What follows belongs to an exercise in optimizing a design on an open flow for small area and a short achievable clock period; a production flow would make more cautious choices.
At most, simulation tests tie the RTL to the original design; equivalence was not proved.
The RTL of runs 1 to 3, 5 and 6 was laid out without a check of its function.
Power figures rest on the tool's default switching activity, not on a simulated workload.

[flow/design.v]
module UART_TRANSMITTER(
    input clock_i,
    input reset_n_i,
    input [7:0] data_i,
    input data_write_i,
    input [5:0] data_buffer_full_tresh_i,
    input [1:0] baudrate_select_i,
    output data_buffer_full_o,
    output uart_tx_o
    );
localparam PARITY = 4'd0;
localparam STOP   = 4'd1;
localparam IDLE   = 4'd2;
localparam START  = 4'd3;
reg [5:0] count;
reg [7:0] mem [0:31];      
reg [6:0] baud;
reg [3:0] state;
reg       parity;
reg       tx;
FULL_FLAG full_flag(
    .count(count),
    .th(data_buffer_full_tresh_i),
    .full(data_buffer_full_o)
    );
wire wr = data_write_i & ~data_buffer_full_o;
reg tick;
always @(*) begin
    case (baudrate_select_i)
        2'b00: tick = &baud[3:0];
        2'b01: tick = &baud[4:0];
        2'b10: tick = &baud[5:0];
        default: tick = &baud[6:0];
    endcase
end
wire rd = tick & (state == STOP);
wire empty = (count == 6'd0);
wire [5:0] count_up, count_down;
wire [6:0] baud_up;
genvar k;
generate
for (k = 0; k < 6; k = k + 1) begin : cud
    if (k == 0) begin : b0
        assign count_up[k] = ~count[k];
        assign count_down[k] = ~count[k];
    end else begin : bk
        assign count_up[k] = count[k] ^ (&count[k-1:0]);
        assign count_down[k] = count[k] ^ ~(|count[k-1:0]);
    end
end
for (k = 0; k < 7; k = k + 1) begin : bu
    if (k == 0) begin : b0
        assign baud_up[k] = ~baud[k];
    end else begin : bk
        assign baud_up[k] = baud[k] ^ (&baud[k-1:0]);
    end
end
endgenerate
integer i;
always @(posedge clock_i) begin
    if (wr) begin
        mem[1] <= data_i;
        for (i = 2; i < 32; i = i + 1)
            mem[i] <= mem[i-1];
        mem[0] <= mem[31];
    end
end
wire [255:0] flat;
genvar g;
generate for (g = 0; g < 32; g = g + 1) begin : fl
    assign flat[g*8 +: 8] = mem[g];
end endgenerate
wire [7:0] sel = {count[4:0], state[2:0]};
wire [63:0] l1;
wire [15:0] l2;
wire [3:0] l3;
wire bit_now;
generate
for (g = 0; g < 64; g = g + 1) begin : m1
    MUX4 m(.d(flat[4*g +: 4]), .s(sel[1:0]), .y(l1[g]));
end
for (g = 0; g < 16; g = g + 1) begin : m2
    MUX4 m(.d(l1[4*g +: 4]), .s(sel[3:2]), .y(l2[g]));
end
for (g = 0; g < 4; g = g + 1) begin : m3
    MUX4 m(.d(l2[4*g +: 4]), .s(sel[5:4]), .y(l3[g]));
end
endgenerate
MUX4 m4(.d(l3), .s(sel[7:6]), .y(bit_now));
always @(posedge clock_i) begin
    if (~reset_n_i) begin
        count <= 6'd0;
        baud <= 7'd0;
        state <= IDLE;
        tx <= 1'b1;
    end else begin
        if (wr & ~rd)
            count <= count_up;
        else if (rd & ~wr)
            count <= count_down;
        baud <= baud_up;
        if (tick & (state != IDLE | ~empty))
            state <= (state == START) ? 4'd8 : state + 4'd1;
        tx <= state[3] ? bit_now : (state == PARITY) ? parity : (state != START);
    end
end
always @(posedge clock_i) begin
    if (state == START)
        parity <= 1'b0;
    else if (tick & state[3])
        parity <= parity ^ bit_now;
end
assign uart_tx_o = tx;
endmodule
module MUX4(
    input [3:0] d,
    input [1:0] s,
    output y
    );
assign y = d[s];
endmodule
module FULL_FLAG(
    input [5:0] count,
    input [5:0] th,
    output full
    );
wire [4:0] c = count[4:0];
wire [4:0] t = th[4:0];
wire [4:0] g = t & ~c;           
wire [4:0] e = ~(t ^ c);         
wire gt = g[4]
        | (e[4] & g[3])
        | (e[4] & e[3] & g[2])
        | (e[4] & e[3] & e[2] & g[1])
        | (e[4] & e[3] & e[2] & e[1] & g[0]);
assign full = count[5] | (~th[5] & ~gt);
endmodule
[flow/run.sh]
#!/bin/bash
# synth_recipe.tcl (not shown) runs the flow's synth.tcl, then flattens the netlist and writes it again
# the make line also repeats each setting of config.mk as NAME=value (left out here)
make -C /OpenROAD-flow-scripts/flow DESIGN_CONFIG=/design/flow/config.mk WORK_HOME=/design/flow/orfs CLKGATE_MAP_FILE= SYNTH_SCRIPT=/design/flow/synth_recipe.tcl finish
[flow/config.mk]
export PLATFORM = sky130hd
export DESIGN_NAME = UART_TRANSMITTER
export DESIGN_NICKNAME = UART_TRANSMITTER
export VERILOG_FILES = /design/flow/design.v
export SDC_FILE = /design/flow/constraint.sdc
export NUM_CORES = 4
export LEC_CHECK = 0
export CAP_MARGIN = 20
export CORE_MARGIN = 2
export CORE_UTILIZATION = 60
export CTS_BUF_LIST = sky130_fd_sc_hd__clkbuf_4 sky130_fd_sc_hd__clkbuf_8
export SETUP_SLACK_MARGIN = 2.0
export SLEW_MARGIN = 20
export SYNTH_HIERARCHICAL = 1
export TNS_END_PERCENT = 20
[flow/constraint.sdc]
create_clock -name core_clock -period 4.6 [get_ports {clock_i}]
set_input_delay 0.9200 -clock core_clock [delete_from_list [all_inputs] [get_ports {clock_i}]]
set_output_delay 0.9200 -clock core_clock [all_outputs]
set_load 0.01 [all_outputs]
==> out/qor_table.md, run 1 <==
| Parameter | Reported |
|---|---|
| Sequential-to-total area share from yosys stat | 0.750 |
| IO Port Bufs | 20 |
| Violation count after the first detailed-routing iteration | 423 |
| Die Outline Area | 0.0190 sq mm |
| Sequential fraction of design power | 0.571 |
| Post-synth top cells | sky130_fd_sc_hd__edfxtp_1, sky130_fd_sc_hd__mux4_2, sky130_fd_sc_hd__dfxtp_1, sky130_fd_sc_hd__ha_1, sky130_fd_sc_hd__inv_1 |
| Top flip-flop cell by instance count after synthesis | sky130_fd_sc_hd__edfxtp_1 |
| Initial antenna violation count | 0 |
| Layout filler cell count | 1019 |
| Total instance count after detailed placement | 716 |
| Site Rows | 48 |
| Synth-to-Final Area Change | 18.2% |
| Cts bufs inserted | 42 |
| Count of flip-flops with a built-in enable after synthesis | 256 |
| Clock Latency Late Sink | 0.53 ns |
| Slowest-stage cell, CP | sky130_fd_sc_hd__mux4_2 |
| Kind of launch point of the worst setup path | register |
| Post-Route Skew | 0.0141 ns |
| Global-route wire length before repair | 28700 microns |
| Clock share of power | 0.301 |
| Number of antenna cells inserted | 0 |
| Min-delay src | mem[21][0]$_DFFE_PP_ |
| CTS tree | done |
| Slowest Stage Delay on Critical Path | 0.53 ns |
| Overall overflow remaining after global route | 0 |
| Cells after synthesis | 467 |
| Slack of the worst reg-to-reg path | 1.36 ns |
| Average size of a mapped cell | 23.0 sq um |
| Switching fraction of total power | 0.242 |
| Sum of negative setup slack | 0 ns |
| Headroom to the max-slew limit | 0.603 |
| DR pass1 iterations | 4 |
| Count of cell types in the netlist | 38 |
| Logic pwr share | 0.128 |
| DRC violation count after routing | 0 |
| ANT nets after route | 0 |
| Classification of the worst setup path | reg2reg |
| Clock transition at the registers of the reported paths | 0.07 ns |
| Critical path data required time | 5.01 ns |
| CP endpoint kind | register |
| Core area | 0.0174 sq mm |
| Count of vias placed by the detailed router | 4963 |
| Horiz. Die Dim | 138 microns |
| CP Cell Sequence | buf_6, buf_12, buf_16, mux4_2, mux4_2, mux4_2, mux4_2, nand3_2, mux2_4, o211ai_1 |
| Unrepaired setup endpoints after global routing | true |
| Arrival time at the worst endpoint | 3.65 ns |
| Number of pins with negative max-slew slack in the final report | 0 |
| Largest net degree at the start of global routing | 75 |
| Synthesis warning total | 8 |
| Via count of the first global-routing pass | 5164 |
| Final critical delay including setup and external delays | 3.24 ns |
| IO Pins | 21 |
| Detail Placement HPWL | 9910 microns |
| Weighted congestion reported at the end of routability-driven placement | 0.782 |
| Vias per Instance | 6.07 |
| Routed wire length | 18500 microns |
| Hold_buf cts | 0 |
| Setup violation total in the final timing report | 0 |
| Proportion of layout cells with a drive suffix above 1 | 0.369 |
| Maximum clock insertion buffer count | 3 |
| Cell Pwr Density | 503 mW/mm^2 |
| Total of flip-flops plus latches after synthesis | 275 |
| Die boundary height | 138 microns |
| Highest clock rate | 309 MHz |
| Final cell count without fillers | 818 |
| Period utilisation layout | 0.704 |
| Dominant cell by count in the synthesized netlist | sky130_fd_sc_hd__edfxtp_1 |
| Class of the tightest hold or removal check | reg2reg |
| Run status | timing/DRC/antenna clean |
| Deepest level of the CTS H-tree | 2 |
| Average detailed-routed wire length per instance | 22.6 microns |
| Smallest setup slack after layout | 1.36 ns |
| Leakage dissipation | 4.28 nW |
| Cell area after technology mapping | 0.0108 sq mm |
| Endpoint of the worst-slack reg-to-reg timing path | parity$_SDFFE_PP0P_ |
| Highest ir drop seen on vdd | 0.285 mV |
| Total global routing track utilization | 0.206 |
| Switching pwr | 0.00155 W |
| Max capacitance violation total | 0 |
| Final hold vios | 0 |
| Actual transition at the worst max-transition pin | 0.593 ns |
| Cell type with the highest aggregate area in the netlist | sky130_fd_sc_hd__edfxtp_1 |
| Utilization after layout | 0.730 |
| CTS Sinks | 275 |
| CP Launch Point | state[0]$_SDFFE_PN0P_ |
| Worst-case setup slack after placement | 0.803 ns |
| Design internal power | 0.00485 W |
| Largest cells by area after synthesis | sky130_fd_sc_hd__edfxtp_1, sky130_fd_sc_hd__mux4_2, sky130_fd_sc_hd__dfxtp_1 |
| Worst reg-to-reg path cell count | 10 |
| Maximum fanout encountered on the critical timing path | 7 |
| CTS Root Buffer Type | sky130_fd_sc_hd__clkbuf_8 |
| Async S/R FF share, synth | 0 |
| Reg2Reg Launch Point | state[0]$_SDFFE_PN0P_ |
| Endpoint of the worst setup timing path | parity$_SDFFE_PP0P_ |
| Number of nets at the end of the flow | 592 |
| Crit path top cell by count | sky130_fd_sc_hd__mux4_2 |
| Effective utilization at floorplan | 0.617 |
| Top cell type's share of synthesized area | 0.715 |
==> logic make-up after synthesis <==
group,share of synthesized area
adders and majority gates,0.0140
AOI/OAI and AO/OA,0.0135
and+or+nand+nor,0.0264
muxes,0.183
xor gates and xnor gates,0.00652
buffers and inverters,0.00628
DFF,0.750
==> power by group through the flow <==
stage	combinational, W	sequential, W	clock (W)
floorplan	0.000528	0.00365	0
global placement	0.000700	0.00370	0
detailed placement	0.000721	0.00371	0
CTS	0.000769	0.00368	0.00197
global route	0.000882	0.00371	0.00208
finish	0.000819	0.00365	0.00192
==> flip-flops by register name, indices dropped and copies added (netlist names) <==
signal,count
mem,256
state,4
baud,7
parity,1
tx,1
count,6
==> layer usage <==
metal / share of wire / vias up / track usage
met2: 0.48 / 135 / 0.311
met4: 0.015 / 0 / 0.0635
met3: 0.057 / 20 / 0.0508
met1: 0.45 / 2607 / 0.306
met5: 0 / - / 0
li1: - / 2201 / -
==> modules after synthesis, one instance, submodules excluded <==
module	copies in the design	cell area, sq um	cells inside
MUX4	85	22.5	1
FULL_FLAG	1	119	16
UART_TRANSMITTER	1	8720	366
==> how the worst min path moves through the flow <==
stage | to | depth (start not counted) | slack, ns
finish | mem[22][0]$_DFFE_PP_ | 0 | 0.44
global route | mem[24][2]$_DFFE_PP_ | 0 | 0.45
CTS | mem[20][7]$_DFFE_PP_ | 0 | 0.44
detailed placement | baud[0]$_SDFF_PN0_ | 1 | 0.42
global placement | baud[0]$_SDFF_PN0_ | 1 | 0.41
floorplan | baud[0]$_SDFF_PN0_ | 1 | 0.40
==> placed cells by master (no fill, tap or decap), types with 5 or more instances in the layout <==
master,instances
sky130_fd_sc_hd__inv_1,11
sky130_fd_sc_hd__buf_16,5
sky130_fd_sc_hd__clkbuf_4,15
sky130_fd_sc_hd__clkinv_1,11
sky130_fd_sc_hd__ha_4,6
sky130_fd_sc_hd__dfxtp_1,11
sky130_fd_sc_hd__clkdlybuf4s50_1,12
sky130_fd_sc_hd__xor2_1,6
sky130_fd_sc_hd__buf_12,9
sky130_fd_sc_hd__buf_4,15
sky130_fd_sc_hd__edfxtp_1,256
sky130_fd_sc_hd__mux4_2,85
sky130_fd_sc_hd__ha_1,6
sky130_fd_sc_hd__dfxtp_4,5
sky130_fd_sc_hd__nor2_1,5
sky130_fd_sc_hd__and2_1,10
sky130_fd_sc_hd__nand3_1,5
sky130_fd_sc_hd__clkbuf_8,46
==> timing repair <==
action | 4_1_cts | 5_1_grt
setup buffers | 17 | 4
pin swaps | 12 | 7
cloned | 4 | 1
gates resized for setup | 45 | 17
setup endpoints to repair | 253 | 178
==> critical path: cells and delay by family, from the launching register on <==
family | cells | cell delay [ns]
buffers and inverters | 3 | 0.38
AND/OR/NAND/NOR | 1 | 0.10
flip-flops | 1 | 0.41
multiplexers | 5 | 2.18
AO/OA/AOI/OAI | 1 | 0.07
==> per-stage QoR <==
step / power, W / hold slack, ns / cell area, sq um
2_1_floorplan: 0.00418 / 0.398 / 10800
3_3_place_gp: 0.00440 / 0.408 / 11400
3_5_place_dp: 0.00443 / 0.416 / 11400
4_1_cts: 0.00641 / 0.439 / 12600
5_1_grt: 0.00668 / 0.447 / 12700
6_report: 0.00640 / 0.435 / 12700
==> final cells by class <==
| cell class | count | area, sq um | share of cell area |
|---|---|---|---|
| well taps | 225 | 282 | 0.0222 |
| repair buffers | 55 | 738 | 0.0581 |
| clock inverters | 15 | 63.8 | 0.00502 |
| clock buffers | 61 | 746 | 0.0587 |
| flip-flops and latches | 275 | 8090 | 0.637 |
| multi-input cells | 176 | 2750 | 0.216 |
| inverters | 11 | 41.3 | 0.00325 |
==> run 2: changes to the inputs <==
--- a/flow/design.v
+++ b/flow/design.v
@@ -65,28 +65,23 @@
         mem[0] <= mem[31];
     end
 end
-wire [255:0] flat;
-genvar g;
-generate for (g = 0; g < 32; g = g + 1) begin : fl
-    assign flat[g*8 +: 8] = mem[g];
-end endgenerate
-wire [7:0] sel = {count[4:0], state[2:0]};
-wire [63:0] l1;
-wire [15:0] l2;
-wire [3:0] l3;
-wire bit_now;
+wire [31:0] entry_sel;
+DECODE32 decode(.a(count[4:0]), .y(entry_sel));
+reg [7:0] oldest;
+wire [7:0] oldest_next;
+genvar g, h;
 generate
-for (g = 0; g < 64; g = g + 1) begin : m1
-    MUX4 m(.d(flat[4*g +: 4]), .s(sel[1:0]), .y(l1[g]));
-end
-for (g = 0; g < 16; g = g + 1) begin : m2
-    MUX4 m(.d(l1[4*g +: 4]), .s(sel[3:2]), .y(l2[g]));
-end
-for (g = 0; g < 4; g = g + 1) begin : m3
-    MUX4 m(.d(l2[4*g +: 4]), .s(sel[5:4]), .y(l3[g]));
+for (h = 0; h < 8; h = h + 1) begin : rb
+    wire [31:0] column;
+    for (g = 0; g < 32; g = g + 1) begin : cl
+        assign column[g] = mem[g][h];
+    end
+    SELECT32 select(.d(column), .s(entry_sel), .y(oldest_next[h]));
 end
 endgenerate
-MUX4 m4(.d(l3), .s(sel[7:6]), .y(bit_now));
+always @(posedge clock_i)
+    oldest <= oldest_next;
+wire bit_now = oldest[state[2:0]];
 always @(posedge clock_i) begin
     if (~reset_n_i) begin
         count <= 6'd0;
@@ -112,12 +107,18 @@
 end
 assign uart_tx_o = tx;
 endmodule
-module MUX4(
-    input [3:0] d,
-    input [1:0] s,
+module DECODE32(
+    input [4:0] a,
+    output [31:0] y
+    );
+assign y = 32'd1 << a;
+endmodule
+module SELECT32(
+    input [31:0] d,
+    input [31:0] s,
     output y
     );
-assign y = d[s];
+assign y = |(d & s);
 endmodule
 module FULL_FLAG(
     input [5:0] count,
==> out/qor_table.md, run 2 <==
| Parameter | Reported |
|---|---|
| Run status | timing/DRC/antenna clean |
| Actual transition at the worst max-transition pin | 1.24 ns |
| Dominant cell by count in the synthesized netlist | sky130_fd_sc_hd__edfxtp_1 |
| Most frequent cells in the layout | sky130_fd_sc_hd__edfxtp_1, sky130_fd_sc_hd__a22oi_1, sky130_fd_sc_hd__clkbuf_8, sky130_fd_sc_hd__nor2_1, sky130_fd_sc_hd__nand4_1 |
| Detail Placement HPWL | 16100 microns |
| Largest registers | mem x256, oldest x8, baud x7 |
| Arrival time at the worst endpoint | 1.80 ns |
| Setup violation total in the final timing report | 0 |
| Critical path data required time | 3.68 ns |
| CTS Sinks | 283 |
| Clock Latency Late Sink | 0.54 ns |
| Final hold vios | 0 |
| Max capacitance violation total | 0 |
| Classification of the worst setup path | in2out |
| Number of buffers and inverters on the critical path | 2 |
| Top flip-flop cell by instance count after synthesis | sky130_fd_sc_hd__edfxtp_1 |
| CTS tree | done |
| Synth-to-Final Area Change | 15.3% |
| Slowest-stage cell, CP | sky130_fd_sc_hd__ha_4 |
| Hold_buf cts | 0 |
| Logic pwr share | 0.116 |
| Routed wire length | 26200 microns |
| Die boundary height | 137 microns |
| Cell Pwr Density | 535 mW/mm^2 |
| CP Cell Sequence | buf_2, ha_4, nand2b_4, o22a_1, o31a_1, buf_2 |
| Sequential-to-total area share from yosys stat | 0.781 |
| Period utilisation layout | 0.591 |
| Highest clock rate | 368 MHz |
| Final critical delay including setup and external delays | 2.72 ns |
| Site Rows | 48 |
| Leakage dissipation | 4.06 nW |
| Overall overflow remaining after global route | 0 |
| DR pass1 iterations | 7 |
| Largest cells by area after synthesis | sky130_fd_sc_hd__edfxtp_1, sky130_fd_sc_hd__a22oi_1, sky130_fd_sc_hd__dfxtp_1 |
| Largest net degree at the start of global routing | 96 |
| Final Cell Area | 0.0121 sq mm |
| Weighted congestion reported at the end of routability-driven placement | 0.850 |
| IO Port Bufs | 20 |
| Async S/R FF share, synth | 0 |
| Unrepaired setup endpoints after global routing | true |
| Register with the most flip-flops | mem |
| Average detailed-routed wire length per instance | 27.5 microns |
| Violation count after the first detailed-routing iteration | 941 |
| Cell type with the highest aggregate area in the netlist | sky130_fd_sc_hd__edfxtp_1 |
| Highest ir drop seen on vdd | 0.299 mV |
| Number of nets at the end of the flow | 727 |
| Number of pins with negative max-slew slack in the final report | 0 |
| Design internal power | 0.00481 W |
| Clock share of power | 0.321 |
| Initial antenna violation count | 0 |
| Class of the tightest hold or removal check | reg2reg |
| CTS Root Buffer Type | sky130_fd_sc_hd__clkbuf_8 |
| Proportion of layout cells with a drive suffix above 1 | 0.197 |
| Core area | 0.0172 sq mm |
| Count of cell types in the netlist | 47 |
| Vias per Instance | 6.74 |
| Maximum clock insertion buffer count | 3 |
| IO Pins | 21 |
| Cells after synthesis | 614 |
| Total global routing track utilization | 0.287 |
| Area post-placement | 0.0112 sq mm |
| Average size of a mapped cell | 17.2 sq um |
| Kind of launch point of the worst setup path | input port |
| Die Outline Area | 0.0186 sq mm |
| Headroom to the max-slew limit | 0.172 |
| Clock transition at the registers of the reported paths | 0.06 ns |
| CP endpoint kind | output pin |
| Family of cells with the greatest summed delay on the critical path | compound AO/OA/AOI/OAI gates |
| Flip-flop count of the largest register after layout | 256 |
| Sequential fraction of design power | 0.562 |
| Global-route wire length before repair | 37900 microns |
| Switching fraction of total power | 0.260 |
| Via count of the first global-routing pass | 6282 |
| Effective utilization at floorplan | 0.611 |
| Cell area after technology mapping | 0.0105 sq mm |
| Maximum fanout encountered on the critical timing path | 2 |
| Deepest level of the CTS H-tree | 2 |
| Post-synth top cells | sky130_fd_sc_hd__edfxtp_1, sky130_fd_sc_hd__a22oi_1, sky130_fd_sc_hd__nor2_1, sky130_fd_sc_hd__nand4_1, sky130_fd_sc_hd__dfxtp_1 |
| ANT nets after route | 0 |
| Post-Route Skew | 0.0194 ns |
| Commonest non-fill, non-tap cell in the layout | sky130_fd_sc_hd__edfxtp_1 |
| Crit path top cell by count | sky130_fd_sc_hd__buf_2 |
| Total of flip-flops plus latches after synthesis | 283 |
| Cts bufs inserted | 44 |
| Utilization after layout | 0.705 |
| DRC violation count after routing | 0 |
| Synthesis warning total | 8 |
| Count of vias placed by the detailed router | 6418 |
| Switching pwr | 0.00169 W |
| Slowest Stage Delay on Critical Path | 0.26 ns |
| Horiz. Die Dim | 137 microns |
| Top cell type's share of synthesized area | 0.730 |
| Count of flip-flops with a built-in enable after synthesis | 256 |
run 2: worst paths after layout:
path / startpoint / end / slack, ns / cells past startpoint
setup reg to reg: count[0]$_SDFFE_PN0P_ / oldest[5]$_DFF_P_ / 2.03 / 5
hold reg to reg: baud[0]$_SDFF_PN0_ / baud[0]$_SDFF_PN0_ / 0.43 / 1
setup / recovery: data_buffer_full_tresh_i[4] / data_buffer_full_o / 1.88 / 6
hold / removal: baud[0]$_SDFF_PN0_ / baud[0]$_SDFF_PN0_ / 0.43 / 1
run 2: Yosys stat by module, one instance, submodules excluded:
module,copies in the design,cells inside,area (sq um),flip-flops and latches
DECODE32,1,47,214,0
UART_TRANSMITTER,1,383,8940,283
FULL_FLAG,1,16,119,0
SELECT32,8,21,158,0
run 2: layer usage:
metal	wire length [microns]	global-route usage	part of all wire
met1	10200	0.381	0.39
met4	886	0.111	0.034
met5	0	0	0
met2	12700	0.463	0.48
met3	2470	0.0689	0.094
run 2: power groups by stage:
stage               registers, W  logic, W  clock network [W]
floorplan                0.00361  0.000459                  0
global placement         0.00369  0.000670                  0
detailed placement       0.00370  0.000695                  0
CTS                      0.00365  0.000734            0.00212
global route             0.00368  0.000804            0.00224
finish                   0.00365  0.000756            0.00209
run 2: final cells by class:
cell class / count / area, sq um
timing repair buffer: 44 / 380
sequential: 283 / 8240
clock inverter: 7 / 37.5
inverter: 12 / 45.0
tap: 225 / 282
multi-input combinational: 311 / 2320
antenna: 1 / 2.50
fill: 1107 / 5090
clock buffer: 69 / 837
run 2: stage by stage:
step	total power, W	setup TNS, ns	setup WS, ns	hold WS (ns)	std cells
after global placement	0.00436	0	1.05	0.409	861
after CTS	0.00650	0	1.87	0.430	948
after global routing	0.00672	0	1.85	0.447	951
after detailed placement	0.00439	0	0.969	0.421	864
after floorplan	0.00407	-331.91	-2.07	0.399	614
final	0.00649	0	1.88	0.428	952
run 2: cells by family after synthesis:
logic type	count (synthesis)	synth area share
AO/OA/AOI/OAI	153	0.112
XOR/XNOR	6	0.00499
adder cells (fa/ha/maj)	12	0.0143
buffers and inverters	20	0.00736
AND/OR/NAND/NOR	132	0.0698
flip-flops	283	0.781
multiplexers	8	0.00998
run 2: repair_timing:
action,in CTS,in global routing
endpoints found under the hold margin,0,0
setup endpoints to repair,260,5
resized for setup,37,0
pin swaps,9,2
buffers inserted,8,2
gates cloned,0,0
==> run 3: changes to the inputs <==
--- a/flow/config.mk
+++ b/flow/config.mk
@@ -9,7 +9,7 @@
 export CORE_MARGIN = 2
 export CORE_UTILIZATION = 60
 export CTS_BUF_LIST = sky130_fd_sc_hd__clkbuf_4 sky130_fd_sc_hd__clkbuf_8
-export SETUP_SLACK_MARGIN = 2.0
+export SETUP_SLACK_MARGIN = 1.6
 export SLEW_MARGIN = 20
 export SYNTH_HIERARCHICAL = 1
 export TNS_END_PERCENT = 20
==> out/qor_table.md, run 3 <==
| Parameter | Reported |
|---|---|
| Count of vias placed by the detailed router | 6356 |
| Final hold vios | 0 |
| Effective utilization at floorplan | 0.611 |
| Design internal power | 0.00479 W |
| Switching pwr | 0.00168 W |
| Reg2Reg Launch Point | count[0]$_SDFFE_PN0P_ |
| Highest clock rate | 343 MHz |
| Cell area after technology mapping | 0.0105 sq mm |
| Smallest setup slack after layout | 1.69 ns |
| Commonest non-fill, non-tap cell in the layout | sky130_fd_sc_hd__edfxtp_1 |
| Count of flip-flops with a built-in enable after synthesis | 256 |
| Post-Synth Adder-Cell Area | 0.0143 |
| Violation count after the first detailed-routing iteration | 899 |
| IO Pins | 21 |
| Classification of the worst setup path | in2reg |
| Share of synthesized cell area in and, or, nand and nor gates | 0.0698 |
| Dominant cell by count in the synthesized netlist | sky130_fd_sc_hd__edfxtp_1 |
| Register with the most flip-flops | mem |
| Average size of a mapped cell | 17.2 sq um |
| CTS tree | done |
| Final cell count without fillers | 944 |
| CP Launch Point | baudrate_select_i[0] |
| CTS Root Buffer Type | sky130_fd_sc_hd__clkbuf_8 |
| Routed wire length | 26100 microns |
| Hold_buf cts | 0 |
| Top cell type's share of synthesized area | 0.730 |
| Most frequent cells in the layout | sky130_fd_sc_hd__edfxtp_1, sky130_fd_sc_hd__a22oi_1, sky130_fd_sc_hd__clkbuf_8, sky130_fd_sc_hd__nor2_1, sky130_fd_sc_hd__nand4_1 |
| Highest ir drop seen on vdd | 0.299 mV |
| IO Port Bufs | 20 |
| Largest cells by area after synthesis | sky130_fd_sc_hd__edfxtp_1, sky130_fd_sc_hd__a22oi_1, sky130_fd_sc_hd__dfxtp_1 |
| Cell type with the highest aggregate area in the netlist | sky130_fd_sc_hd__edfxtp_1 |
| Clock share of power | 0.323 |
| Clock transition at the registers of the reported paths | 0.07 ns |
| Xor and xnor area share after synthesis | 0.00499 |
| Top flip-flop cell by instance count after synthesis | sky130_fd_sc_hd__edfxtp_1 |
| Largest registers | mem x256, oldest x8, baud x7 |
| Logic pwr share | 0.110 |
| Flip-flop count of the largest register after layout | 256 |
| Mux share of post-synthesis cell area | 0.00998 |
| Clock Latency Late Sink | 0.54 ns |
| Cells after synthesis | 614 |
| Cell Pwr Density | 535 mW/mm^2 |
| Overall overflow remaining after global route | 0 |
| Final critical delay including setup and external delays | 2.91 ns |
| Global-route wire length before repair | 37700 microns |
| Number of nets at the end of the flow | 720 |
| Count of cell types in the netlist | 47 |
| Proportion of layout cells with a drive suffix above 1 | 0.174 |
| Pwr Total | 0.00647 W |
| Post-Route Skew | 0.0218 ns |
| Synth-to-Final Area Change | 14.7% |
| Vias per Instance | 6.73 |
| Leakage dissipation | 4.04 nW |
| Largest family of logic cells by synthesized area | compound AO/OA/AOI/OAI gates |
| Initial antenna violation count | 0 |
| Number of pins with negative max-slew slack in the final report | 0 |
| Average detailed-routed wire length per instance | 27.6 microns |
| Core area | 0.0172 sq mm |
| Utilization after layout | 0.701 |
| Total global routing track utilization | 0.286 |
| Via count of the first global-routing pass | 6250 |
| Layout filler cell count | 1111 |
| Async S/R FF share, synth | 0 |
| Critical path data required time | 5.02 ns |
| Total instance count after detailed placement | 864 |
| DR pass1 iterations | 5 |
| Switching fraction of total power | 0.260 |
| Deepest level of the CTS H-tree | 2 |
| Unrepaired setup endpoints after global routing | true |
| Die boundary height | 137 microns |
| Post-synth top cells | sky130_fd_sc_hd__edfxtp_1, sky130_fd_sc_hd__a22oi_1, sky130_fd_sc_hd__nor2_1, sky130_fd_sc_hd__nand4_1, sky130_fd_sc_hd__dfxtp_1 |
| Maximum fanout encountered on the critical timing path | 9 |
| Min-delay src | baud[0]$_SDFF_PN0_ |
| Maximum clock insertion buffer count | 3 |
| Sequential-to-total area share from yosys stat | 0.781 |
| Synthesis warning total | 8 |
| Sum of negative setup slack | 0 ns |
| Actual transition at the worst max-transition pin | 1.21 ns |
| Kind of launch point of the worst setup path | input port |
| Die Outline Area | 0.0186 sq mm |
| Period utilisation layout | 0.633 |
| Headroom to the max-slew limit | 0.193 |
| Total of flip-flops plus latches after synthesis | 283 |
| Largest net degree at the start of global routing | 96 |
| Setup violation total in the final timing report | 0 |
| Worst-case setup slack after placement | 0.969 ns |
| Max capacitance violation total | 0 |
| Class of the tightest hold or removal check | reg2reg |
| Share of the synthesized area in compound gates (AO/OA/AOI/OAI) | 0.112 |
| Site Rows | 48 |
| Number of antenna cells inserted | 0 |
| Cts bufs inserted | 44 |
| CP endpoint kind | register |
| DRC violation count after routing | 0 |
| Sequential fraction of design power | 0.567 |
| ANT nets after route | 0 |
| Detail Placement HPWL | 16100 microns |
| Weighted congestion reported at the end of routability-driven placement | 0.850 |
| Arrival time at the worst endpoint | 3.33 ns |
| Horiz. Die Dim | 137 microns |
| Run status | timing/DRC/antenna clean |
| CTS Sinks | 283 |
## run 3: cell counts after synthesis
No cell type changed its count.
## run 3: repair_timing
action                     4_1_cts  5_1_grt
setup endpoints to repair        3        4
buffers inserted                 3        0
resized for setup                4        7
pin swaps                        0        3
## run 3: path summary, 6_finish.rpt
| path | endpoint | cells after the start | slack (ns) |
|---|---|---|---|
| worst min-delay path | baud[0]$_SDFF_PN0_ | 1 | 0.43 |
| worst min register to register | baud[0]$_SDFF_PN0_ | 1 | 0.43 |
| worst max-delay path | count[3]$_SDFFE_PN0P_ | 10 | 1.69 |
| worst max register to register | oldest[6]$_DFF_P_ | 5 | 1.87 |
## run 3: area by class of cell
type / count / area, sq um / area share
multi-input combinational: 311 / 2300 / 0.190
sequential: 283 / 8230 / 0.681
clock inverter: 7 / 37.5 / 0.00311
tap: 225 / 282 / 0.0233
timing repair buffer: 37 / 358 / 0.0296
clock buffer: 69 / 837 / 0.0693
inverter: 12 / 45.0 / 0.00373
## run 3: power groups by stage
| stage | clock network (W) | registers (W) | logic (W) |
|---|---|---|---|
| floorplan | 0 | 0.00361 | 0.000459 |
| CTS | 0.00212 | 0.00366 | 0.000703 |
| global placement | 0 | 0.00369 | 0.000670 |
| detailed placement | 0 | 0.00370 | 0.000695 |
| global route | 0.00224 | 0.00370 | 0.000758 |
| finish | 0.00209 | 0.00367 | 0.000711 |
## run 3: routing by layer
layer	share of wire	up-vias	wire (microns)	GRT usage
met5	0	-	0	0
met4	0.034	0	897	0.111
met3	0.099	80	2590	0.0696
met2	0.48	402	12500	0.458
met1	0.39	3172	10100	0.382
li1	-	2702	-	-
## run 3: kinds of logic after synthesis
family | Yosys count
flip-flops | 283
AO/OA/AOI/OAI | 153
AND/OR/NAND/NOR | 132
buffers and inverters | 20
adder cells (fa/ha/maj) | 12
multiplexers | 8
XOR/XNOR | 6
## run 3: modules after synthesis (local to each module, per instance)
module / flip-flops and latches / cell area [sq um] / times used
DECODE32: 0 / 214 / 1
FULL_FLAG: 0 / 119 / 1
SELECT32: 0 / 158 / 8
UART_TRANSMITTER: 283 / 8940 / 1
## run 3: worst max-delay path: stages
cell	delay, ns
sky130_fd_sc_hd__clkdlybuf4s50_1	0.43
sky130_fd_sc_hd__and2b_1	0.18
sky130_fd_sc_hd__or4b_4	0.57
sky130_fd_sc_hd__nand2_1	0.09
sky130_fd_sc_hd__nand3_1	0.08
sky130_fd_sc_hd__ha_1	0.30
sky130_fd_sc_hd__or4_1	0.44
sky130_fd_sc_hd__a21oi_2	0.15
sky130_fd_sc_hd__xnor2_1	0.12
sky130_fd_sc_hd__nor2_1	0.05
## run 3: stage by stage
step                hold WS [ns]  cell area, sq um
floorplan                  0.399             10600
global placement           0.409             11100
detailed placement         0.421             11200
CTS                        0.430             12100
global route               0.447             12100
finish                     0.427             12100
==> run 4: changes to the inputs <==
==> flow/design.v (replaced) <==
module UART_TRANSMITTER(
    input clock_i,
    input reset_n_i,
    input [7:0] data_i,
    input data_write_i,
    input [5:0] data_buffer_full_tresh_i,
    input [1:0] baudrate_select_i,
    output data_buffer_full_o,
    output uart_tx_o
    );
localparam PARITY = 4'd0;
localparam STOP   = 4'd1;
localparam IDLE   = 4'd2;
localparam START  = 4'd3;
reg [5:0] count;
reg [7:0] mem [0:31];      
reg [6:0] baud;
reg [3:0] state;
reg       parity;
reg       tx;
wire [5:0] th = data_buffer_full_tresh_i;
assign data_buffer_full_o = count[5] | (~th[5] & (count[4:0] >= th[4:0]));
wire wr = data_write_i & ~data_buffer_full_o;
reg tick;
always @(*) begin
    case (baudrate_select_i)
        2'b00: tick = &baud[3:0];
        2'b01: tick = &baud[4:0];
        2'b10: tick = &baud[5:0];
        default: tick = &baud[6:0];
    endcase
end
wire rd = tick & (state == STOP);
wire empty = (count == 6'd0);
integer i;
always @(posedge clock_i) begin
    if (wr) begin
        mem[1] <= data_i;
        for (i = 2; i < 32; i = i + 1)
            mem[i] <= mem[i-1];
        mem[0] <= mem[31];
    end
end
wire [7:0] oldest = mem[count[4:0]];
wire bit_now = oldest[state[2:0]];
always @(posedge clock_i) begin
    if (~reset_n_i) begin
        count <= 6'd0;
        baud <= 7'd0;
        state <= IDLE;
        tx <= 1'b1;
    end else begin
        count <= count + {{5{rd & ~wr}}, rd ^ wr};
        baud <= baud + 7'd1;
        if (tick & (state != IDLE | ~empty))
            state <= (state == START) ? 4'd8 : state + 4'd1;
        tx <= state[3] ? bit_now : (state == PARITY) ? parity : (state != START);
    end
end
always @(posedge clock_i) begin
    if (state == START)
        parity <= 1'b0;
    else if (tick & state[3])
        parity <= parity ^ bit_now;
end
assign uart_tx_o = tx;
endmodule
==> flow/config.mk (replaced) <==
export PLATFORM = sky130hd
export DESIGN_NAME = UART_TRANSMITTER
export DESIGN_NICKNAME = UART_TRANSMITTER
export VERILOG_FILES = /design/flow/design.v
export SDC_FILE = /design/flow/constraint.sdc
export NUM_CORES = 4
export LEC_CHECK = 0
export CAP_MARGIN = 20
export CORE_MARGIN = 2
export CORE_UTILIZATION = 40
export SLEW_MARGIN = 20
==> out/qor_table.md, run 4 <==
| Parameter | Reported |
|---|---|
| Period utilisation layout | 0.900 |
| Headroom to the max-slew limit | 0.232 |
| Buffer count from post-CTS setup fixing | 0 |
| Unrepaired setup endpoints after global routing | false |
| Largest registers | mem x256, baud x7, count x6 |
| Flip-flop count of the largest register after layout | 256 |
| Routed wire length | 29800 microns |
| Largest net degree at the start of global routing | 38 |
| Slowest Stage Delay on Critical Path | 0.48 ns |
| CTS Root Buffer Type | sky130_fd_sc_hd__clkbuf_16 |
| Mux share of post-synthesis cell area | 0.0381 |
| Number of gates given a new drive strength after cts | 0 |
| Via count of the first global-routing pass | 6970 |
| Post-Route Skew | 0.00735 ns |
| Slack of the worst reg-to-reg path | 0.76 ns |
| Crit path top cell by count | sky130_fd_sc_hd__a21o_1 |
| Arrival time at the worst endpoint | 3.22 ns |
| Number of nets at the end of the flow | 825 |
| CP Launch Point | count[0]$_SDFF_PN0_ |
| Post-synth top cells | sky130_fd_sc_hd__edfxtp_1, sky130_fd_sc_hd__nand3_1, sky130_fd_sc_hd__and3_1, sky130_fd_sc_hd__mux2i_1 |
| Violation count after the first detailed-routing iteration | 901 |
| Sequential-to-total area share from yosys stat | 0.698 |
| Cell Pwr Density | 420 mW/mm^2 |
| Actual transition at the worst max-transition pin | 1.15 ns |
| Share of synthesized cell area in and, or, nand and nor gates | 0.117 |
| Maximum fanout encountered on the critical timing path | 9 |
| Worst reg-to-reg path cell count | 18 |
| Kind of launch point of the worst setup path | register |
| CP Cell Sequence | clkinv_1, ha_1, nand2b_1, a21o_1, a21o_1, a21o_1, a21oi_1, nor2_1, nor2_1, inv_1, clkdlybuf4s50_1 |
| Final critical delay including setup and external delays | 4.14 ns |
| Global-route wire length before repair | 44800 microns |
| CTS tree | done |
| Dominant cell by count in the synthesized netlist | sky130_fd_sc_hd__edfxtp_1 |
| Die Outline Area | 0.0303 sq mm |
| Number of pins with negative max-slew slack in the final report | 0 |
| Total of flip-flops plus latches after synthesis | 275 |
| Deepest level of the CTS H-tree | 1 |
| Overall overflow remaining after global route | 0 |
| Highest ir drop seen on vdd | 0.286 mV |
| Proportion of layout cells with a drive suffix above 1 | 0.133 |
| Vias per Instance | 5.92 |
| IO Pins | 21 |
| Count of vias placed by the detailed router | 7056 |
| Register with the most flip-flops | mem |
| Final Cell Area | 0.0131 sq mm |
| Weighted congestion reported at the end of routability-driven placement | 0.840 |
| DR pass1 iterations | 6 |
| Classification of the worst setup path | reg2out |
| Clock transition at the registers of the reported paths | 0.06 ns |
| Average detailed-routed wire length per instance | 25.1 microns |
| Cells after synthesis | 755 |
| IO Port Bufs | 20 |
| Largest cells by area after synthesis | sky130_fd_sc_hd__edfxtp_1, sky130_fd_sc_hd__dfxtp_1, sky130_fd_sc_hd__nand3_1 |
| Top cell type's share of synthesized area | 0.665 |
| Initial antenna violation count | 0 |
| Max capacitance violation total | 0 |
| Top flip-flop cell by instance count after synthesis | sky130_fd_sc_hd__edfxtp_1 |
| Endpoint of the worst setup timing path | data_buffer_full_o |
| Highest clock rate | 242 MHz |
| Clock Latency Late Sink | 0.54 ns |
| Final hold vios | 0 |
| Count of cell types in the netlist | 84 |
| Critical path data required time | 3.68 ns |
| Die boundary height | 174 microns |
| Synth-to-Final Area Change | 13.1% |
| ANT nets after route | 0 |
| Leakage dissipation | 4.48 nW |
| Area post-placement | 0.0122 sq mm |
| Effective utilization at floorplan | 0.405 |
| Total global routing track utilization | 0.196 |
| Commonest non-fill, non-tap cell in the layout | sky130_fd_sc_hd__edfxtp_1 |
| Hold_buf cts | 0 |
| Endpoint of the worst-slack reg-to-reg timing path | count[5]$_SDFF_PN0_ |
| Async S/R FF share, synth | 0 |
| Post-Synth Adder-Cell Area | 0.0201 |
| Horiz. Die Dim | 174 microns |
| Maximum clock insertion buffer count | 3 |
| Class of the tightest hold or removal check | reg2reg |
| Detail Placement HPWL | 19400 microns |
| Share of the synthesized area in compound gates (AO/OA/AOI/OAI) | 0.0889 |
| Largest family of logic cells by synthesized area | simple AND/OR/NAND/NOR gates |
| CTS Sinks | 275 |
| Synthesis warning total | 2 |
| Most frequent cells in the layout | sky130_fd_sc_hd__edfxtp_1, sky130_fd_sc_hd__nand3_1, sky130_fd_sc_hd__clkbuf_16, sky130_fd_sc_hd__and3_1, sky130_fd_sc_hd__mux2i_1 |
| Slowest-stage cell, CP | sky130_fd_sc_hd__clkdlybuf4s50_1 |
| Reg2Reg Launch Point | count[0]$_SDFF_PN0_ |
| Run status | timing/DRC/antenna clean |
| Setup violation total in the final timing report | 0 |
| Count of flip-flops with a built-in enable after synthesis | 256 |
| Sum of negative setup slack | 0 ns |
| Average size of a mapped cell | 15.3 sq um |
| DRC violation count after routing | 0 |
| CP endpoint kind | output pin |
| Xor and xnor area share after synthesis | 0.00682 |
| Core area | 0.0285 sq mm |
| Cts bufs inserted | 29 |
| Site Rows | 62 |
| Cell type with the highest aggregate area in the netlist | sky130_fd_sc_hd__edfxtp_1 |
| Cell area after technology mapping | 0.0116 sq mm |
| Number of antenna cells inserted | 0 |
## run 4: cell types whose count changed after synthesis, moves of 13 or more
| cell | before | now |
|---|---|---|
| sky130_fd_sc_hd__a22oi_1 | 120 | 10 |
| sky130_fd_sc_hd__a31oi_1 | 2 | 20 |
| sky130_fd_sc_hd__a32oi_1 | 0 | 21 |
| sky130_fd_sc_hd__and3_1 | 0 | 28 |
| sky130_fd_sc_hd__buf_2 | 2 | 17 |
| sky130_fd_sc_hd__buf_6 | 0 | 14 |
| sky130_fd_sc_hd__mux2_2 | 0 | 13 |
| sky130_fd_sc_hd__mux2i_1 | 6 | 23 |
| sky130_fd_sc_hd__nand3_1 | 5 | 49 |
| sky130_fd_sc_hd__nand4_1 | 34 | 20 |
| sky130_fd_sc_hd__nor2_1 | 40 | 21 |
## run 4: metrics by stage
stage	cells	power (W)	util	hold WS (ns)	worst slack, ns
6_report	1191	0.00549	0.458	0.435	0.460
5_1_grt	1191	0.00567	0.458	0.443	0.297
4_1_cts	1191	0.00553	0.458	0.437	0.446
3_5_place_dp	1141	0.00335	0.428	0.425	0.283
3_3_place_gp	1141	0.00334	0.428	0.422	0.360
2_1_floorplan	755	0.00319	-	0.414	0.217
## run 4: cell type report
cell class | count | area (sq um)
multi-input combinational | 423 | 3130
fill | 2585 | 15500
clock inverter | 15 | 121
sequential | 275 | 8070
inverter | 14 | 52.6
clock buffer | 35 | 748
timing repair buffer | 45 | 475
tap | 384 | 480
## run 4: critical path: cells and delay by family (launching register included)
family                     cells  cell delay, ns
buffers and inverters          3            0.92
and+or+nand+nor                3            0.35
DFF                            1            0.33
adders and majority gates      1            0.44
AOI/OAI and AO/OA              4            0.65
## run 4: worst min-delay path by stage
stage,from,endpoint,slack [ns],cells after the start
after global placement,mem[21][1]$_DFFE_PP_,mem[22][1]$_DFFE_PP_,0.42,0
after floorplan,baud[0]$_SDFF_PN0_,baud[0]$_SDFF_PN0_,0.41,1
final,mem[30][5]$_DFFE_PP_,mem[31][5]$_DFFE_PP_,0.43,0
after CTS,mem[30][5]$_DFFE_PP_,mem[31][5]$_DFFE_PP_,0.44,0
after detailed placement,mem[23][5]$_DFFE_PP_,mem[24][5]$_DFFE_PP_,0.43,0
after global routing,mem[29][2]$_DFFE_PP_,mem[30][2]$_DFFE_PP_,0.44,0
## run 4: cell families after synthesis
logic type | Yosys count
buffers and inverters | 57
DFF | 275
adders and majority gates | 18
AOI/OAI and AO/OA | 132
and+or+nand+nor | 224
muxes | 40
xor gates and xnor gates | 9
## run 4: per-layer routing
metal / share of wire / up-vias / global-route usage
met2: 0.44 / 399 / 0.292
met5: 0 / - / 0
met1: 0.42 / 3509 / 0.279
met3: 0.11 / 66 / 0.0507
li1: - / 3082 / -
met4: 0.031 / 0 / 0.0704
## run 4: report_power, final
group          switching, W  leakage, nW  internal (W)
Combinational      0.000192         1.40     0.0000994
Clock              0.000934        0.428       0.00126
Sequential        0.0000939         2.66       0.00292
Total               0.00122         4.48       0.00427
==> run 5: changes to the inputs <==
==> flow/design.v (replaced) <==
module UART_TRANSMITTER(
    input clock_i,
    input reset_n_i,
    input [7:0] data_i,
    input data_write_i,
    input [5:0] data_buffer_full_tresh_i,
    input [1:0] baudrate_select_i,
    output data_buffer_full_o,
    output uart_tx_o
    );
localparam PARITY = 4'd0;
localparam STOP   = 4'd1;
localparam IDLE   = 4'd2;
localparam START  = 4'd3;
reg [5:0] count;
reg [7:0] mem [0:31];      
reg [6:0] baud;
reg [3:0] state;
reg       parity;
reg       tx;
reg [4:0] count_n;
FULL_FLAG full_flag(
    .c5(count[5]),
    .nc(count_n),
    .th(data_buffer_full_tresh_i),
    .full(data_buffer_full_o)
    );
wire wr = data_write_i & ~data_buffer_full_o;
wire tick;
TICK_SEL tick_sel(.baud(baud), .sel(baudrate_select_i), .tick(tick));
wire rd = tick & (state == STOP);
wire empty = (count == 6'd0);
wire [5:0] count_next;
COUNT_NEXT count_step(.count(count), .wr(wr), .rd(rd), .next(count_next));
wire [6:0] baud_up;
genvar k;
generate
for (k = 0; k < 7; k = k + 1) begin : bu
    if (k == 0) begin : b0
        assign baud_up[k] = ~baud[k];
    end else begin : bk
        assign baud_up[k] = baud[k] ^ (&baud[k-1:0]);
    end
end
endgenerate
integer i;
always @(posedge clock_i) begin
    if (wr) begin
        mem[1] <= data_i;
        for (i = 2; i < 32; i = i + 1)
            mem[i] <= mem[i-1];
        mem[0] <= mem[31];
    end
end
wire [31:0] entry_sel;
DECODE32 decode(.a(count[4:0]), .y(entry_sel));
reg [7:0] oldest;
wire [7:0] oldest_next;
genvar g, h;
generate
for (h = 0; h < 8; h = h + 1) begin : rb
    wire [31:0] column;
    for (g = 0; g < 32; g = g + 1) begin : cl
        assign column[g] = mem[g][h];
    end
    SELECT32 select(.d(column), .s(entry_sel), .y(oldest_next[h]));
end
endgenerate
always @(posedge clock_i)
    oldest <= oldest_next;
wire bit_now = oldest[state[2:0]];
always @(posedge clock_i) begin
    if (~reset_n_i) begin
        count <= 6'd0;
        count_n <= 5'h1f;
        baud <= 7'd0;
        state <= IDLE;
        tx <= 1'b1;
    end else begin
        count <= count_next;
        count_n <= ~count_next[4:0];
        baud <= baud_up;
        if (tick & (state != IDLE | ~empty))
            state <= (state == START) ? 4'd8 : state + 4'd1;
        tx <= state[3] ? bit_now : (state == PARITY) ? parity : (state != START);
    end
end
always @(posedge clock_i) begin
    if (state == START)
        parity <= 1'b0;
    else if (tick & state[3])
        parity <= parity ^ bit_now;
end
assign uart_tx_o = tx;
endmodule
module DECODE32(
    input [4:0] a,
    output [31:0] y
    );
assign y = 32'd1 << a;
endmodule
module SELECT32(
    input [31:0] d,
    input [31:0] s,
    output y
    );
assign y = |(d & s);
endmodule
module FULL_FLAG(
    input c5,
    input [4:0] nc,
    input [5:0] th,
    output full
    );
wire [4:0] t = th[4:0];
wire [4:0] g = t & nc;           
wire [4:0] e = t ^ nc;           
wire gt = g[4]
        | (e[4] & g[3])
        | (e[4] & e[3] & g[2])
        | (e[4] & e[3] & e[2] & g[1])
        | (e[4] & e[3] & e[2] & e[1] & g[0]);
assign full = c5 | (~th[5] & ~gt);
endmodule
module TICK_SEL(
    input [6:0] baud,
    input [1:0] sel,
    output tick
    );
wire a4 = &baud[3:0];
wire a5 = a4 & baud[4];
wire a6 = a5 & baud[5];
wire a7 = a6 & baud[6];
assign tick = sel[1] ? (sel[0] ? a7 : a6) : (sel[0] ? a5 : a4);
endmodule
module COUNT_NEXT(
    input [5:0] count,
    input wr,
    input rd,
    output [5:0] next
    );
wire [5:0] up, down;
genvar k;
generate
for (k = 0; k < 6; k = k + 1) begin : ud
    if (k == 0) begin : b0
        assign up[k] = ~count[k];
        assign down[k] = ~count[k];
    end else begin : bk
        assign up[k] = count[k] ^ (&count[k-1:0]);
        assign down[k] = count[k] ^ ~(|count[k-1:0]);
    end
end
endgenerate
assign next = (wr == rd) ? count : wr ? up : down;
endmodule
--- a/flow/config.mk
+++ b/flow/config.mk
@@ -7,5 +7,9 @@
 export LEC_CHECK = 0
 export CAP_MARGIN = 20
 export CORE_MARGIN = 2
-export CORE_UTILIZATION = 40
+export CORE_UTILIZATION = 60
+export CTS_BUF_LIST = sky130_fd_sc_hd__clkbuf_4 sky130_fd_sc_hd__clkbuf_8
+export SETUP_SLACK_MARGIN = 2.0
 export SLEW_MARGIN = 20
+export SYNTH_HIERARCHICAL = 1
+export TNS_END_PERCENT = 20
==> out/qor_table.md, run 5 <==
| Parameter | Reported |
|---|---|
| Final critical delay including setup and external delays | 2.67 ns |
| Reg2Reg Launch Point | count[1]$_SDFF_PN0_ |
| Logic pwr share | 0.033 |
| ANT nets after route | 0 |
| CTS tree | done |
| Headroom to the max-slew limit | 0.195 |
| Count of vias placed by the detailed router | 6304 |
| Endpoint of the worst-slack reg-to-reg timing path | oldest[3]$_DFF_P_ |
| Average size of a mapped cell | 17.4 sq um |
| Final hold vios | 0 |
| Most frequent cells in the layout | sky130_fd_sc_hd__edfxtp_1, sky130_fd_sc_hd__a22oi_1, sky130_fd_sc_hd__clkbuf_8, sky130_fd_sc_hd__nand4_1, sky130_fd_sc_hd__dfxtp_1 |
| Routed wire length | 25900 microns |
| Die Outline Area | 0.0187 sq mm |
| Register with the most flip-flops | mem |
| Hold path endpoint | mem[19][6]$_DFFE_PP_ |
| Count of flip-flops with a built-in enable after synthesis | 256 |
| Sequential fraction of design power | 0.561 |
| Violation count after the first detailed-routing iteration | 807 |
| Critical path data required time | 3.68 ns |
| Final Cell Area | 0.0122 sq mm |
| Flip-flop count of the largest register after layout | 256 |
| Run status | timing/DRC/antenna clean |
| Commonest non-fill, non-tap cell in the layout | sky130_fd_sc_hd__edfxtp_1 |
| Worst reg-to-reg path cell count | 5 |
| Core area | 0.0172 sq mm |
| Clock share of power | 0.405 |
| Maximum clock insertion buffer count | 3 |
| Actual transition at the worst max-transition pin | 1.20 ns |
| Cell Pwr Density | 461 mW/mm^2 |
| Classification of the worst setup path | in2out |
| Horiz. Die Dim | 137 microns |
| CTS Sinks | 288 |
| Design internal power | 0.00442 W |
| Synth-to-Final Area Change | 15.6% |
| Overall overflow remaining after global route | 0 |
| Worst hold path cell count | 0 |
| Largest net degree at the start of global routing | 131 |
| Die boundary height | 137 microns |
| Async S/R FF share, synth | 0 |
| Dominant cell by count in the synthesized netlist | sky130_fd_sc_hd__edfxtp_1 |
| Post-synth top cells | sky130_fd_sc_hd__edfxtp_1, sky130_fd_sc_hd__a22oi_1, sky130_fd_sc_hd__nor2_1, sky130_fd_sc_hd__nand4_1, sky130_fd_sc_hd__dfxtp_1 |
| Top cell type's share of synthesized area | 0.727 |
| Highest ir drop seen on vdd | 0.265 mV |
| IO Port Bufs | 20 |
| Largest registers | mem x256, oldest x8, baud x7 |
| Highest clock rate | 374 MHz |
| Largest cells by area after synthesis | sky130_fd_sc_hd__edfxtp_1, sky130_fd_sc_hd__a22oi_1, sky130_fd_sc_hd__dfxtp_1 |
| Smallest setup slack after layout | 1.93 ns |
| Sequential-to-total area share from yosys stat | 0.788 |
| Weighted congestion reported at the end of routability-driven placement | 0.897 |
| Area post-placement | 0.0111 sq mm |
| Cell area after technology mapping | 0.0106 sq mm |
| Max capacitance violation total | 0 |
| Hold_buf cts | 0 |
| Total global routing track utilization | 0.282 |
| Switching fraction of total power | 0.216 |
| Initial antenna violation count | 0 |
| Slack of the worst reg-to-reg path | 1.98 ns |
| Setup violation total in the final timing report | 0 |
| Number of nets at the end of the flow | 710 |
| Maximum fanout encountered on the critical timing path | 2 |
| Class of the tightest hold or removal check | reg2reg |
| Via count of the first global-routing pass | 6304 |
| Clock transition at the registers of the reported paths | 0.06 ns |
| Detail Placement HPWL | 14800 microns |
| Site Rows | 48 |
| DR pass1 iterations | 5 |
| DRC violation count after routing | 0 |
| Arrival time at the worst endpoint | 1.75 ns |
| Effective utilization at floorplan | 0.613 |
| Deepest level of the CTS H-tree | 2 |
| Number of pins with negative max-slew slack in the final report | 0 |
| Average detailed-routed wire length per instance | 27.5 microns |
| Vias per Instance | 6.69 |
| Cells after synthesis | 607 |
| CTS Root Buffer Type | sky130_fd_sc_hd__clkbuf_8 |
| Cts bufs inserted | 47 |
| Clock Latency Late Sink | 0.55 ns |
| Count of cell types in the netlist | 44 |
| Cell type with the highest aggregate area in the netlist | sky130_fd_sc_hd__edfxtp_1 |
| Min-delay src | mem[18][6]$_DFFE_PP_ |
| Post-Route Skew | 0.0151 ns |
| Global-route wire length before repair | 37300 microns |
| Unrepaired setup endpoints after global routing | true |
| Kind of launch point of the worst setup path | input port |
| Period utilisation layout | 0.581 |
| Leakage dissipation | 4.10 nW |
| Worst-case setup slack after placement | 1.07 ns |
| CP endpoint kind | output pin |
| Synthesis warning total | 8 |
| Total of flip-flops plus latches after synthesis | 288 |
| Proportion of layout cells with a drive suffix above 1 | 0.180 |
| Switching pwr | 0.00122 W |
| Number of antenna cells inserted | 0 |
| Top flip-flop cell by instance count after synthesis | sky130_fd_sc_hd__edfxtp_1 |
| IO Pins | 21 |
[run 5: cell types whose count changed after synthesis, sizes merged, moves of 15 or more]
cell / before / now
a32oi: 21 / 0
nor2: 22 / 39
a31oi: 20 / 3
mux2i: 23 / 3
nand3: 49 / 4
mux2: 16 / 1
and3: 29 / 2
a22oi: 10 / 128
buf: 37 / 1
[run 5: per-layer routing]
layer | wire length, microns | global-route usage | vias up
li1 | - | - | 2673
met1 | 10100 | 0.370 | 3150
met2 | 12000 | 0.441 | 398
met3 | 2740 | 0.0852 | 83
met4 | 1010 | 0.123 | 0
met5 | 0 | 0 | -
[run 5: layout make-up]
| cell class | count | area, sq um |
|---|---|---|
| repair buffers | 29 | 297 |
| flip-flops and latches | 288 | 8330 |
| inverters | 11 | 41.3 |
| clock inverters | 6 | 30.0 |
| clock buffers | 80 | 951 |
| fillers | 1120 | 5020 |
| well taps | 225 | 282 |
| multi-input cells | 303 | 2290 |
[run 5: power groups by stage]
stage	clock network (W)	logic [W]	registers, W
after detailed placement	0	0.000178	0.00321
after global placement	0	0.000169	0.00320
final	0.00228	0.000187	0.00316
after global routing	0.00243	0.000201	0.00317
after CTS	0.00231	0.000183	0.00316
after floorplan	0	0.000110	0.00317
[run 5: cells by family after synthesis]
family | share of synthesized area
buffers and inverters | 0.00604
AOI/OAI and AO/OA | 0.107
and+or+nand+nor | 0.0683
muxes | 0.00888
DFF | 0.788
adders and majority gates | 0.0130
xor gates and xnor gates | 0.00829
[run 5: worst max-delay path by stage]
stage,start,to,slack (ns)
2_1_floorplan,data_buffer_full_tresh_i[4],count[5]$_SDFF_PN0_,-2.07
3_3_place_gp,data_buffer_full_tresh_i[3],data_buffer_full_o,1.10
3_5_place_dp,baudrate_select_i[0],count_n[4]$_SDFF_PN1_,1.07
4_1_cts,data_buffer_full_tresh_i[4],data_buffer_full_o,1.90
5_1_grt,data_buffer_full_tresh_i[4],data_buffer_full_o,1.90
6_report,data_buffer_full_tresh_i[4],data_buffer_full_o,1.93
[run 5: stage by stage]
stage                     total power, W  std cells  hold WS, ns  TNS [ns]   util
after floorplan                  0.00328        607        0.421   -350.79      -
after global placement           0.00337        851        0.431         0  0.645
after detailed placement         0.00338        851        0.435         0  0.646
after CTS                        0.00566        940        0.447         0  0.707
after global routing             0.00580        942        0.450         0  0.709
final                            0.00563        942        0.447         0  0.709
[run 5: worst max-delay path, cell delays in order]
cell and delay [ns]:
sky130_fd_sc_hd__buf_6 0.10, sky130_fd_sc_hd__ha_4 0.25, sky130_fd_sc_hd__nand4b_1 0.09, sky130_fd_sc_hd__o221a_1 0.26, sky130_fd_sc_hd__buf_2 0.14
[run 5: what timing repair did]
| item | 4_1_cts | 5_1_grt |
|---|---|---|
| resized for setup | 34 | 2 |
| pin swaps | 13 | 3 |
| hold endpoints to repair | 0 | 0 |
| buffers inserted | 3 | 0 |
| gates cloned | 0 | 1 |
| setup endpoints to repair | 268 | 15 |
[run 5: Yosys stat by module (local to each module, per instance)]
| module | area (sq um) | flops+latches | cells inside | times used |
|---|---|---|---|---|
| TICK_SEL | 30.0 | 0 | 6 | 1 |
| SELECT32 | 158 | 0 | 21 | 8 |
| FULL_FLAG | 98.8 | 0 | 10 | 1 |
| UART_TRANSMITTER | 8810 | 288 | 355 | 1 |
| DECODE32 | 214 | 0 | 47 | 1 |
| COUNT_NEXT | 154 | 0 | 21 | 1 |
==> run 6: changes to the inputs <==
--- a/flow/design.v
+++ b/flow/design.v
@@ -112,15 +112,34 @@
     input [5:0] th,
     output full
     );
-wire [4:0] t = th[4:0];
-wire [4:0] g = t & nc;           
-wire [4:0] e = t ^ nc;           
+wire [4:0] ng, np;
+CMP_GP gp(.t(th[4:0]), .nc(nc), .ng(ng), .np(np));
+CMP_TREE tree(.ng(ng), .np(np), .c5(c5), .t5(th[5]), .full(full));
+endmodule
+module CMP_GP(
+    input [4:0] t,
+    input [4:0] nc,
+    output [4:0] ng,
+    output [4:0] np
+    );
+assign ng = ~(t & nc);
+assign np = ~(t | nc);
+endmodule
+module CMP_TREE(
+    input [4:0] ng,
+    input [4:0] np,
+    input c5,
+    input t5,
+    output full
+    );
+wire [4:0] g = ~ng;
+wire [4:0] p = ~np;
 wire gt = g[4]
-        | (e[4] & g[3])
-        | (e[4] & e[3] & g[2])
-        | (e[4] & e[3] & e[2] & g[1])
-        | (e[4] & e[3] & e[2] & e[1] & g[0]);
-assign full = c5 | (~th[5] & ~gt);
+        | (p[4] & g[3])
+        | (p[4] & p[3] & g[2])
+        | (p[4] & p[3] & p[2] & g[1])
+        | (p[4] & p[3] & p[2] & p[1] & g[0]);
+assign full = c5 | (~t5 & ~gt);
 endmodule
 module TICK_SEL(
     input [6:0] baud,
@@ -139,18 +158,37 @@
     input rd,
     output [5:0] next
     );
-wire [5:0] up, down;
+wire [5:0] cu, cd;
+COUNT_CARRY carry(.count(count), .cu(cu), .cd(cd));
+COUNT_PICK pick(.count(count), .cu(cu), .cd(cd), .wr(wr), .rd(rd), .next(next));
+endmodule
+module COUNT_CARRY(
+    input [5:0] count,
+    output [5:0] cu,
+    output [5:0] cd
+    );
 genvar k;
 generate
 for (k = 0; k < 6; k = k + 1) begin : ud
     if (k == 0) begin : b0
-        assign up[k] = ~count[k];
-        assign down[k] = ~count[k];
+        assign cu[k] = 1'b1;
+        assign cd[k] = 1'b1;
     end else begin : bk
-        assign up[k] = count[k] ^ (&count[k-1:0]);
-        assign down[k] = count[k] ^ ~(|count[k-1:0]);
+        assign cu[k] = &count[k-1:0];
+        assign cd[k] = ~(|count[k-1:0]);
     end
 end
 endgenerate
-assign next = (wr == rd) ? count : wr ? up : down;
 endmodule
+module COUNT_PICK(
+    input [5:0] count,
+    input [5:0] cu,
+    input [5:0] cd,
+    input wr,
+    input rd,
+    output [5:0] next
+    );
+wire inc = wr & ~rd;
+wire dec = rd & ~wr;
+assign next = count ^ ({6{inc}} & cu | {6{dec}} & cd);
+endmodule
--- a/flow/config.mk
+++ b/flow/config.mk
@@ -8,8 +8,9 @@
 export CAP_MARGIN = 20
 export CORE_MARGIN = 2
 export CORE_UTILIZATION = 60
-export CTS_BUF_LIST = sky130_fd_sc_hd__clkbuf_4 sky130_fd_sc_hd__clkbuf_8
-export SETUP_SLACK_MARGIN = 2.0
+export CTS_BUF_LIST = sky130_fd_sc_hd__clkbuf_8 sky130_fd_sc_hd__clkbuf_16
+export CTS_CLUSTER_DIAMETER = 60
+export CTS_CLUSTER_SIZE = 24
+export SETUP_SLACK_MARGIN = 2.2
 export SLEW_MARGIN = 20
 export SYNTH_HIERARCHICAL = 1
-export TNS_END_PERCENT = 20
==> out/qor_table.md, run 6 <==
| Parameter | Reported |
|---|---|
| Crit path top cell by count | sky130_fd_sc_hd__buf_2 |
| Count of vias placed by the detailed router | 6169 |
| Initial antenna violation count | 0 |
| Most frequent cells in the layout | sky130_fd_sc_hd__edfxtp_1, sky130_fd_sc_hd__a22oi_1, sky130_fd_sc_hd__nand4_1, sky130_fd_sc_hd__dfxtp_1, sky130_fd_sc_hd__nor2_2 |
| Slowest-stage cell, CP | sky130_fd_sc_hd__nor4b_2 |
| Detail Placement HPWL | 14900 microns |
| Classification of the worst setup path | in2out |
| Highest ir drop seen on vdd | 0.348 mV |
| Average size of a mapped cell | 17.2 sq um |
| CTS Sinks | 288 |
| Clock transition at the registers of the reported paths | 0.09 ns |
| Synth-to-Final Area Change | 11.7% |
| Proportion of layout cells with a drive suffix above 1 | 0.153 |
| Final Cell Area | 0.0119 sq mm |
| Slack of the worst reg-to-reg path | 2.18 ns |
| Effective utilization at floorplan | 0.615 |
| DRC violation count after routing | 0 |
| Highest clock rate | 372 MHz |
| Cell Pwr Density | 415 mW/mm^2 |
| CTS Root Buffer Type | sky130_fd_sc_hd__clkbuf_16 |
| Headroom to the max-slew limit | 0.427 |
| Number of pins with negative max-slew slack in the final report | 0 |
| ANT nets after route | 0 |
| Flip-flop count of the largest register after layout | 256 |
| IO Pins | 21 |
| Clock Latency Late Sink | 0.51 ns |
| Period utilisation layout | 0.584 |
| Die Outline Area | 0.0188 sq mm |
| CP endpoint kind | output pin |
| CP Launch Point | data_buffer_full_tresh_i[3] |
| Setup violation total in the final timing report | 0 |
| Cell area after technology mapping | 0.0106 sq mm |
| Core area | 0.0173 sq mm |
| Final critical delay including setup and external delays | 2.69 ns |
| Unrepaired setup endpoints after global routing | true |
| Via count of the first global-routing pass | 6050 |
| Endpoint of the worst setup timing path | data_buffer_full_o |
| DR pass1 iterations | 5 |
| Arrival time at the worst endpoint | 1.77 ns |
| Number of nets at the end of the flow | 689 |
| Cts bufs inserted | 17 |
| Reg2Reg Launch Point | count[0]$_SDFF_PN0_ |
| Final hold vios | 0 |
| Layout filler cell count | 1133 |
| Largest registers | mem x256, oldest x8, baud x7 |
| Weighted congestion reported at the end of routability-driven placement | 0.851 |
| Area post-placement | 0.0112 sq mm |
| Maximum clock insertion buffer count | 3 |
| Sum of negative setup slack | 0 ns |
| Site Rows | 48 |
| Synthesis warning total | 8 |
| Deepest level of the CTS H-tree | 1 |
| Max capacitance violation total | 0 |
| CTS tree | done |
| Commonest non-fill, non-tap cell in the layout | sky130_fd_sc_hd__edfxtp_1 |
| Maximum fanout encountered on the critical timing path | 2 |
| Leakage dissipation | 3.94 nW |
| Die boundary height | 137 microns |
| Routed wire length | 25800 microns |
| Total instance count after detailed placement | 864 |
| Actual transition at the worst max-transition pin | 0.859 ns |
| Global-route wire length before repair | 36600 microns |
| Average detailed-routed wire length per instance | 28.7 microns |
| Hold_buf cts | 0 |
| Overall overflow remaining after global route | 0 |
| IO Port Bufs | 20 |
| Largest net degree at the start of global routing | 140 |
| Class of the tightest hold or removal check | reg2reg |
| Number of antenna cells inserted | 0 |
| Kind of launch point of the worst setup path | input port |
| Final cell count without fillers | 899 |
| Register with the most flip-flops | mem |
| Horiz. Die Dim | 137 microns |
| Violation count after the first detailed-routing iteration | 841 |
| Worst reg-to-reg path cell count | 5 |
| Endpoint of the worst-slack reg-to-reg timing path | oldest[5]$_DFF_P_ |
| Slowest Stage Delay on Critical Path | 0.28 ns |
| Utilization after layout | 0.687 |
| Vias per Instance | 6.86 |
| CP Cell Sequence | buf_2, nor2_4, nor3_2, nor4b_2, a21o_1, buf_2 |
| Post-Route Skew | 0.0237 ns |
| Cells after synthesis | 619 |
| Critical path data required time | 3.68 ns |
| Total global routing track utilization | 0.274 |
| Run status | timing/DRC/antenna clean |
==> run 6: cell count changes in the layout (fill, tap and decap cells not counted), sizes merged, moves of 4 or more <==
cell and change:
inv +9, a22oi +6, clkbuf -60, ha -4
nand2 +5
==> run 6: layer usage <==
| layer | share of wire | GRT usage | up-vias |
|---|---|---|---|
| met5 | 0 | 0 | - |
| met2 | 0.47 | 0.430 | 376 |
| li1 | - | - | 2626 |
| met4 | 0.034 | 0.0956 | 0 |
| met1 | 0.40 | 0.391 | 3097 |
| met3 | 0.099 | 0.0522 | 70 |
==> run 6: layout make-up <==
class                   instances  area, sq um  area share
well taps                     225          282      0.0237
inverters                      12         45.0     0.00379
repair buffers                 31          325      0.0274
clock inverters                11          103     0.00863
flip-flops and latches        288         8330       0.701
clock buffers                  19          453      0.0381
multi-input cells             313         2350       0.198
==> run 6: what timing repair did <==
action	CTS	global route
buffers inserted	1	2
gates resized for setup	38	23
pin swaps	8	9
cloned	0	2
endpoints found under the setup margin	277	153
==> run 6: per-stage QoR <==
stage	hold slack, ns	worst slack [ns]	total power [W]
global route	0.464	1.88	0.00507
floorplan	0.421	-1.81	0.00324
global placement	0.432	1.16	0.00332
finish	0.450	1.91	0.00493
CTS	0.452	1.92	0.00494
detailed placement	0.435	1.09	0.00333
==> run 6: power breakdown <==
| group | leakage, nW | internal (W) | switching [W] |
|---|---|---|---|
| logic | 0.880 | 0.0000606 | 0.000101 |
| clock network | 0.291 | 0.000793 | 0.000853 |
| registers | 2.76 | 0.00302 | 0.0000976 |
| total | 3.94 | 0.00388 | 0.00105 |
==> run 6: how the worst min path moves through the flow <==
stage                    startpoint              endpoint  cells after the start
6_report        mem[2][3]$_DFFE_PP_   mem[3][3]$_DFFE_PP_                      0
5_1_grt        mem[13][4]$_DFFE_PP_  mem[14][4]$_DFFE_PP_                      0
4_1_cts        mem[18][5]$_DFFE_PP_  mem[19][5]$_DFFE_PP_                      0
3_5_place_dp   mem[31][6]$_DFFE_PP_   mem[0][6]$_DFFE_PP_                      0
3_3_place_gp    mem[9][2]$_DFFE_PP_  mem[10][2]$_DFFE_PP_                      0
2_1_floorplan    baud[0]$_SDFF_PN0_    baud[0]$_SDFF_PN0_                      1
==> run 6: worst max-delay path, delay by kind of cell <==
| family | cells | cell delay (ns) |
|---|---|---|
| AO/OA/AOI/OAI | 1 | 0.17 |
| buffers and inverters | 2 | 0.25 |
| AND/OR/NAND/NOR | 3 | 0.42 |

-- static timing again, ports no longer ideal --
How much do the figures lean on ideal ports? The routed layouts below were timed once more, with nothing changed but the port constraints. Step 1, drivers: a clkbuf_16 drives clock_i and a buf_2 each remaining input, both assumed. Step 2 moves the port delays by t, midway between the first and last clock arrival at a register: inputs arrive t later, outputs are due t later. That takes back most of the time a late clock gives input paths. Three values: no drivers, after step 1, after step 2; two values: the first two.
run	shift t [ns]	setup slack, ns	clock arrival spread, ns
run 1	0.564	1.363 / 1.363 / 1.333	0.014 / 0.014
run 2	0.571	1.882 / 1.857 / 1.414	0.020 / 0.020
run 3	0.573	1.687 / 1.655 / 1.134	0.022 / 0.022
run 4	0.585	0.460 / 0.413 / 0.277	0.009 / 0.009
run 5	0.577	1.926 / 1.890 / 1.487	0.019 / 0.019
run 6	0.540	1.914 / 1.872 / 1.665	0.025 / 0.025
After both steps every run listed still meets setup and hold. For run 3, which loses most, drivers alone change the setup slack by -0.032 ns; drivers and shift together by -0.553 ns.
